This is an optimization exercise on Yosys and OpenROAD, whose aim is small area, not a production implementation. Only simulation tests tie the RTL to the original design; equivalence was not proved.

== before ==
// top
module top (
  input  logic clk,   
  input  logic reset_n_in,
  input  logic midi_in,
  output logic note_cv_p,
  output logic note_cv_n
);
Settings: LEC_CHECK=0, CAP_MARGIN=20, CORE_MARGIN=2, CORE_UTILIZATION=40, CTS_BUF_LIST=sky130_fd_sc_hd__clkbuf_8, CTS_CLUSTER_DIAMETER=60, CTS_CLUSTER_SIZE=20, SLEW_MARGIN=20; clock period 20.0 ns.
standard.sh (not shown) runs the stock make flow with config.mk's settings and CLKGATE_MAP_FILE= SYNTH_SCRIPT=/design/flow/synth_recipe.tcl, a recipe that flattens the netlist after the stock synthesis.
==> flow/flow/run.sh <==
#!/bin/bash
set -euo pipefail
export CTS_ARGS="-sink_clustering_enable -repair_clock_nets -dont_use_dummy_load -buf_list sky130_fd_sc_hd__clkbuf_8 -sink_clustering_size 22 -sink_clustering_max_diameter 50"
bash standard.sh > standard.log 2>&1
before: done, clean on timing, DRC and antenna
--- input diff before..after ---
==> flow/flow/run.sh <==
#!/bin/bash
set -euo pipefail
export CTS_ARGS="-sink_clustering_enable -repair_clock_nets -dont_use_dummy_load -buf_list sky130_fd_sc_hd__clkbuf_8 -sink_clustering_size 20 -sink_clustering_max_diameter 80"
bash standard.sh > standard.log 2>&1
## What came out
Diff before -> after | post-layout instance area | decrease of 0.79%. Re signed area change from the synthesized netlist to the final layout: after and before aren't equal, and the higher value belongs to before. Global-route usage of after is on par with before. The synthesized cell count on before is in line with that on after. The lower register-to-register slack came out of before. Going from before to after, final cell count shrank slightly.

== the previous run ==
The RTL this note starts from:
==> flow/design.v <==
module top (
  input  logic clk,   
  input  logic reset_n_in,
  input  logic midi_in,
  output logic note_cv_p,
  output logic note_cv_n
);
  logic [3:0] rc;       
  logic       rn;       
  wire        rc_full = rc[3] & rc[1];
  always_ff @(posedge clk) begin
    if (~reset_n_in)
      rc <= 4'd0;
    else if (~rc_full)
      rc <= rc + 4'd1;
    rn   <= rc_full;
  end
  wire rn_u = reset_n_in & rc[3] & (rc[1] | rc[0]);    
  logic [2:0] rxb;
  always_ff @(posedge clk)
    rxb <= {rxb[1:0], midi_in};
  wire rxs = rxb[2];
  logic [9:0] t;        
  logic [4:0] b;        
  wire idle   = b[4] & b[2];
  wire tmatch = (t == 10'b0100011001);
  wire eor    = b[4] & b[1] & b[0];                                
  wire b18    = b[4] & b[1] & ~b[0];                               
  always_ff @(posedge clk) begin
    if (idle | tmatch)
      t <= 10'd0;
    else
      t <= {t[8:0], ~(t[9] ^ t[6])};
  end
  always_ff @(posedge clk) begin
    if (~rn_u | eor)
      b <= 5'd20;
    else if (idle)
      b <= rxs ? 5'd20 : 5'd0;
    else if (tmatch)
      b <= b + 5'd1;
  end
  logic [7:0] sr;
  wire shift = tmatch & ~b[0] & ~b18;
  wire ok = rn_u & tmatch & b18 & rxs;    
  logic       on;
  logic [1:0] len;
  logic [6:0] n;
  wire is_data = ~sr[7];
  wire is_stat = sr[7] & ~&sr[6:4];
  wire is_note = ~sr[6] & ~sr[5];
  wire other   = &len;
  wire [1:0] nlen = is_stat ? {~is_note, ~is_note} :
                    (is_data & ~other) ? ((len == 2'd2) ? 2'd1 : len + 2'd1) : len;
  wire ev    = (nlen == 2'd2);
  wire is_on = on & (|sr[6:0]);
  always_ff @(posedge clk) begin
    if (~rn)
      len <= 2'd3;
    else if (ok) begin
      if (is_stat)
        on <= sr[4];
      len <= nlen;
    end
  end
  always_ff @(posedge clk)
    if (ok & (nlen == 2'd1))
      n <= sr[6:0];
  logic [3:0]  ph;
  logic [15:0][10:0] ring;          
  logic        full;                
  logic        empty;               
  wire [6:0] hn = ring[15][10:4];
  wire [3:0] hd = ring[15][3:0];
  wire act    = (hd != 4'hf) | full;
  wire neq    = (hn == n);
  wire nmatch = act & neq;
  wire second = act & (hd == 4'd1);
  wire age14  = act & (hd == 4'd14);
  localparam logic [2:0] S_IDLE = 3'd0, S_ARM = 3'd1, S_F = 3'd2, S_R1 = 3'd3,
                         S_R2 = 3'd4, S_WT = 3'd5, S_P2 = 3'd6;
  logic [2:0] st;
  logic [3:0] tm;
  logic       op;                   
  logic       held;                 
  logic       nw;                   
  logic       s2;                   
  logic       s14;                  
  logic [6:0] o2;                   
  wire  [3:0] a1 = sr[3:0];
  wire  [3:0] q  = sr[3:0];
  wire  [3:0] a2 = sr[7:4];
  wire ph15  = &ph;
  wire tend  = &tm;
  wire scan  = (st == S_ARM) | ((st == S_F) & ~tend);
  wire go    = op ? (~held & ~full) : held;
  wire adv = (st == S_IDLE) ? (ok & ev) :
             ((st == S_ARM) | (st == S_F) | (st == S_R1) | (st == S_R2)) ? tend : ph15;
  always_ff @(posedge clk) begin
    if (~rn | (adv & ((st == S_P2) | ((st == S_WT) & ~go))))
      st <= S_IDLE;
    else if (adv)
      st <= st + 3'd1;
  end
  always_ff @(posedge clk) begin
    if (st == S_IDLE)
      tm <= 4'd13;
    else if (tend & ((st == S_F) | (st == S_R1)))
      tm <= (st == S_F) ? ~a1 : (~a2 & {4{s2}});    
    else
      tm <= tm + 4'd1;
  end
  wire p2     = (st == S_P2);
  wire ins_w  = p2 & op & ~act & ~held;
  wire del_c  = p2 & ~op & nmatch;
  wire del_d  = p2 & ~op & act & (nw ? (hd != 4'd0) : (hd > q));
  wire inc    = p2 & op & act;
  always_ff @(posedge clk) begin
    if (ok)
      op <= is_on;
    if (st == S_IDLE) begin
      held <= 1'b0;
      nw   <= 1'b0;
      s2   <= 1'b0;
      s14  <= 1'b0;
    end
    else if (scan) begin
      held <= held | nmatch;
      nw   <= nw | (nmatch & (hd == 4'd0));
      s2   <= s2 | second;
      s14  <= s14 | age14;
      if (second)
        o2 <= hn;
    end
    else if (ins_w)
      held <= 1'b1;
  end
  always_ff @(posedge clk) begin
    if (st == S_IDLE) begin
      if (shift)
        sr <= {rxs, sr[7:1]};
    end
    else if (scan) begin
      if (nmatch)
        sr[3:0] <= (hd == 4'd0) ? ph : hd;
      if (second)
        sr[7:4] <= ph;
    end
  end
  always_ff @(posedge clk) begin
    if (~rn) begin
      full  <= 1'b0;
      empty <= 1'b1;
    end
    else if (p2 & ph15) begin
      full  <= op & s14;
      empty <= 1'b0;      
    end
  end
  logic [3:0] nd;
  always_comb begin
    if (ins_w)
      nd = 4'd0;
    else if (empty | del_c)
      nd = 4'hf;
    else if (inc)
      nd = hd + 4'd1;
    else if (del_d)
      nd = hd - 4'd1;
    else
      nd = hd;
  end
  always_ff @(posedge clk) begin
    ph <= rn ? ph + 4'd1 : 4'd0;
    ring <= {ring[14:0], {ins_w ? n : hn, nd}};
  end
  wire fire = ((st == S_F) & (tm == 4'd6) & op & ~full) | ((st == S_R2) & tend & ~op & nw);
  wire [6:0] src = ((st == S_F) | ~s2) ? n : o2;    
  wire ge60 = src[6] | (&src[5:2]);
  logic [5:0] w;
  always_ff @(posedge clk) begin
    if (~rn)
      w <= 6'd0;
    else if (fire)
      w <= {src[5:3] | {3{ge60}}, src[2] & ~ge60, src[1:0] | {2{ge60}}};
  end
  logic [5:0] dc;
  wire        dm  = (dc == 6'b001001);
  wire        den = (dc == 6'd0);
  always_ff @(posedge clk) begin
    if (~rn | dm)
      dc <= 6'd0;
    else
      dc <= {dc[4:0], ~(dc[5] ^ dc[4])};
  end
  logic [5:0] dse;
  wire  [6:0] add = {1'b0, w} + {1'b0, dse};
  always_ff @(posedge clk) begin
    if (~rn)
      dse <= 6'd0;
    else if (den)
      dse <= add[5:0];
    note_cv_p <= add[6];
  end
  assign note_cv_n = ~note_cv_p;
endmodule
export LEC_CHECK = 0
export CAP_MARGIN = 20
export CORE_MARGIN = 2
export CORE_UTILIZATION = 40
export CTS_BUF_LIST = sky130_fd_sc_hd__clkbuf_8
export CTS_CLUSTER_DIAMETER = 60
export CTS_CLUSTER_SIZE = 20
export SLEW_MARGIN = 20
create_clock -name core_clock -period 20.0 [get_ports {clk}]
==> flow/flow/run.sh <==
#!/bin/bash
set -euo pipefail
export CTS_ARGS="-sink_clustering_enable -repair_clock_nets -dont_use_dummy_load -buf_list sky130_fd_sc_hd__clkbuf_8 -root_buf sky130_fd_sc_hd__clkbuf_4 -tree_buf sky130_fd_sc_hd__clkbuf_4 -sink_clustering_buffer sky130_fd_sc_hd__clkbuf_8 -sink_clustering_size 18 -sink_clustering_max_diameter 60"
bash standard.sh > standard.log 2>&1
Input-level comparison between the current run and the previous run:
Settings: removing CTS_BUF_LIST (formerly sky130_fd_sc_hd__clkbuf_8); removing CTS_CLUSTER_DIAMETER (formerly 60); removing CTS_CLUSTER_SIZE (formerly 20).
==> flow/flow/run.sh <==
#!/bin/bash
# The standard layout (standard.sh, synth_recipe.tcl, ORFS) with three changes:
#  * synthesis maps the logic with an area-oriented ABC script
#    (flow/abc_area_map.script: strash; dch -f; amap) in place of ORFS's
#    speed script; everything else in the synthesis, and so every register,
#    is as in the standard synthesis;
#  * clock tree synthesis without dummy loads, with clkbuf_8 leaf clusters of
#    at most 18 sinks and clkbuf_4 root and tree buffers;
#  * ports are buffered with buf_1.
# The whole make output goes to standard.log; ORFS keeps each step's log
# under orfs/logs.
set -euo pipefail
here=$(pwd)
rm -rf "$here/scripts_area"
cp -r "$FLOW_HOME/scripts" "$here/scripts_area"
cp "$here/flow/abc_area_map.script" "$here/scripts_area/abc_speed.script"
export SCRIPTS_DIR="$here/scripts_area"
export CTS_ARGS="-sink_clustering_enable -repair_clock_nets -dont_use_dummy_load -buf_list sky130_fd_sc_hd__clkbuf_16 -root_buf sky130_fd_sc_hd__clkbuf_4 -tree_buf sky130_fd_sc_hd__clkbuf_4 -sink_clustering_buffer sky130_fd_sc_hd__clkbuf_16 -sink_clustering_size 32 -sink_clustering_max_diameter 60"
export BUFFER_PORTS_ARGS="-buffer_cell sky130_fd_sc_hd__buf_1"
bash standard.sh > standard.log 2>&1
==> flow/flow/abc_area_map.script (new file) <==
strash
dch -f
amap
Results
- Relative to the previous run, global routing met1 resource utilization has increased by 1.2 points in the current run.
- The current run gives less number of detailed-route iterations in the first pass than the previous run did.
- Going from the previous run to the current run, synthesized cell count grew slightly.

[static timing again, ports no longer ideal]
The flow's constraints put no driver on any port. The routed layouts listed below were extracted and timed again, unchanged, in two steps. Step 1, drivers: a clkbuf_16 drives clk and a buf_2 each remaining input, both assumed. Step 2 times the ports against the registers' clock, not the clock port: input delays grow and output delays shrink by t, the midpoint of the rising clock arrivals with the driver on. Three values: ideal, step 1, step 2; two values: the first two.
| run | t, ns | slack for setup (ns) | hold WS [ns] | worst setup path after step 2 | worst data-port slew with drivers (ns) |
|---|---|---|---|---|---|
| before | 0.559 | 14.564 / 14.527 / 15.087 | 0.302 / 0.302 / 0.302 | register to output | 0.03 |
| after | 0.524 | 14.587 / 14.551 / 15.075 | 0.275 / 0.275 / 0.275 | register to output | 0.03 |
| the previous run | 0.627 | 14.420 / 14.430 / 13.803 | 0.321 / 0.321 / 0.321 | input to register | 0.03 |
| the current run | 0.645 | 14.686 / 14.697 / 14.052 | 0.280 / 0.280 / 0.280 | input to register | 0.03 |
After both steps every run listed still meets setup and hold. The setup slack of the current run, which loses most, moves by +0.011 ns with the drivers and by -0.634 ns with both steps.
